From an optimization exercise on the open Yosys and OpenROAD flow, aimed at small area; shortcuts taken in it are not production practice. In this exercise RTL edits were held to simulation tests only and were not proved equivalent to the original. Power figures rest on the tool's default switching activity, not on a simulated workload.

P:
## system_top
module system_top (
    input  clk,
    input  reset,
    input  serial_data_in,
    output serial_data_out,
    output parity_error,
    output frame_error
);
    wire line = serial_data_in;
    reg [7:0] rf [0:15];
    wire [7:0] A = rf[0];
    wire [7:0] B = rf[1];
    wire pe   = rf[2][0];            
    wire podd = rf[2][1];            
    wire p8   = rf[3][3];            
    wire p16  = rf[3][4];            
    reg        busy;       
    reg        txm;        
    reg        more;       
    reg        exec;       
    reg        calc;       
    reg [2:0]  cs;         
    reg [4:0]  cnt;        
    reg [3:0]  bitn;       
    reg        par;        
    reg [3:0]  arg;        
    reg [15:0] R;          
    localparam [2:0] C_IDLE = 3'd0, C_WADDR = 3'd1, C_WDATA = 3'd2,
                     C_RADDR = 3'd3, C_OPA = 3'd4, C_OPB = 3'd5,
                     C_FUNC = 3'd6;
    wire bit_end  = (&cnt[2:0]) & (p8 | cnt[3] & (p16 | cnt[4]));
    wire is_data  = ~bitn[3];
    wire is_start = bitn[3] & bitn[1];
    wire is_par   = bitn[3] & ~bitn[1] & ~bitn[0] & pe;
    wire is_last  = bitn[3] & ~bitn[1] & (bitn[0] | ~pe);
    wire [7:0] rbyte = R[15:8];      
    wire [3:0] f    = R[11:8];       
  ...
==> flow/config.mk <==
export PLATFORM = sky130hd
export DESIGN_NAME = system_top
export DESIGN_NICKNAME = system_top
export VERILOG_FILES = /design/flow/design.v
export SDC_FILE = /design/flow/constraint.sdc
export NUM_CORES = 4
export LEC_CHECK = 0
export ABC_AREA = 1
export CAP_MARGIN = 20
export CORE_MARGIN = 2
export CORE_UTILIZATION = 40
export CTS_BUF_LIST = sky130_fd_sc_hd__clkbuf_8
export SLEW_MARGIN = 20
==> flow/constraint.sdc <==
create_clock -name core_clock -period 28.0 [get_ports {clk}]
set_input_delay 5.6000 -clock core_clock [delete_from_list [all_inputs] [get_ports {clk}]]
set_output_delay 5.6000 -clock core_clock [all_outputs]
set_load 0.01 [all_outputs]
standard.sh (not shown) runs the stock make flow with config.mk's settings and CLKGATE_MAP_FILE= SYNTH_SCRIPT=/design/flow/synth_recipe.tcl, a recipe that flattens the netlist after the stock synthesis.
==> flow/flow/run.sh <==
#!/bin/bash
# Own layout flow: the standard synthesis, then the combinational logic is
# re-mapped with an area-oriented ABC script (flip-flops are kept untouched:
# same instances, names and cell types), then the standard layout.
set -euo pipefail
here=$(pwd)
res=$here/orfs/results/$FLOW_PLATFORM/system_top/base

bash standard.sh synth > synth_standard.log 2>&1

lib=$FLOW_HOME/platforms/$FLOW_PLATFORM/lib/sky130_fd_sc_hd__tt_025C_1v80.lib
yosys_exe=$(command -v yosys || echo "$FLOW_HOME/../tools/install/yosys/bin/yosys")
cp "$res/1_2_yosys.v" "$here/1_2_yosys_standard.v"
LIB=$lib IN_V=$here/1_2_yosys_standard.v OUT_V=$here/1_2_yosys_resynth.v \
  ABC_SCRIPT=$here/flow/area.abc PLATFORM_CONFIG=$FLOW_HOME/platforms/$FLOW_PLATFORM/config.mk \
  "$yosys_exe" -c flow/resynth.tcl > resynth.log 2>&1
cp "$here/1_2_yosys_resynth.v" "$res/1_2_yosys.v"
touch "$res/1_2_yosys.v"
rm -f "$res/1_synth.odb"

bash standard.sh finish > layout.log 2>&1
==> flow/flow/area.abc <==
strash
dc2
&get -n
&dch -f
&nf -a -R 1000
&put
==> flow/flow/resynth.tcl <==
# Re-map the combinational logic of the standard synthesis netlist for area.
yosys -import
set lib $::env(LIB)

# the platform's don't-use cells
set dont_use {}
set fh [open $::env(PLATFORM_CONFIG) r]
set in_list 0
while {[gets $fh line] >= 0} {
  if {[regexp {^\s*export\s+DONT_USE_CELLS\s*\+?=} $line]} { set in_list 1 }
  if {$in_list} {
    foreach w [split [regsub -all {\\} $line " "] " \t"] {
      if {[string match "sky130_*" $w]} { lappend dont_use -dont_use $w }
    }
    if {![regexp {\\\s*$} $line]} { set in_list 0 }
  }
}
close $fh
puts "dont_use: $dont_use"

read_liberty -ignore_miss_func $lib
read_verilog $::env(IN_V)
hierarchy -top system_top
# flip-flops stay as they are
setattr -mod -set keep_hierarchy 1 sky130_fd_sc_hd__df* sky130_fd_sc_hd__edf*
flatten
opt_clean -purge
abc -liberty $lib {*}$dont_use -script $::env(ABC_SCRIPT)
opt_clean -purge
hilomap -singleton -hicell sky130_fd_sc_hd__conb_1 HI -locell sky130_fd_sc_hd__conb_1 LO
select system_top
write_verilog -noattr -nohex -nodec -selected $::env(OUT_V)

# check the result against the library's cells
design -reset
read_liberty -lib $lib
read_verilog $::env(OUT_V)
hierarchy -check -top system_top
check -assert -mapped
tee -o resynth_stat.txt stat -liberty $lib
diff inputs: P => Q
diff --git a/flow/config.mk b/flow/config.mk
--- a/flow/config.mk
+++ b/flow/config.mk
@@ -12 +11,0 @@
-export CTS_BUF_LIST = sky130_fd_sc_hd__clkbuf_8
- From P to Q the numbers moved as follows: share of the cycle needed by the critical path after routing shows no meaningful change; cell count barely changed; area of all placed cells without fillers now sits higher.
- In terms of combinational logic power, Q and P differ only marginally.
- Q finished every stage and its layout cleared the timing, design-rule and antenna checks.

-- afterwards: timing with drivers on the ports --
The results above use ideal ports. As a check the final layouts listed here were re-extracted and re-timed, cells and wires unchanged. Step 1: set_driving_cell puts a clkbuf_16 on clk and a buf_2 on each other input, an assumption about the parent block. Step 2 also shifts input and output timing later by t, the mid clock arrival at the registers, as if the neighbouring blocks saw the same clock. a / b / c = ideal / step 1 / step 2; a / b = the first two.
run	shift t [ns]	slack for setup (ns)	worst hold slack (ns)	worst register clock-pin slew, ns	cell pins on the clock port's net
P	0.481	15.102 / 15.081 / 15.081	0.475 / 0.475 / 0.475	0.10 / 0.10	1
Q	0.476	15.111 / 15.090 / 15.090	0.472 / 0.472 / 0.472	0.07 / 0.07	1
After both steps setup and hold are still met in every run listed.
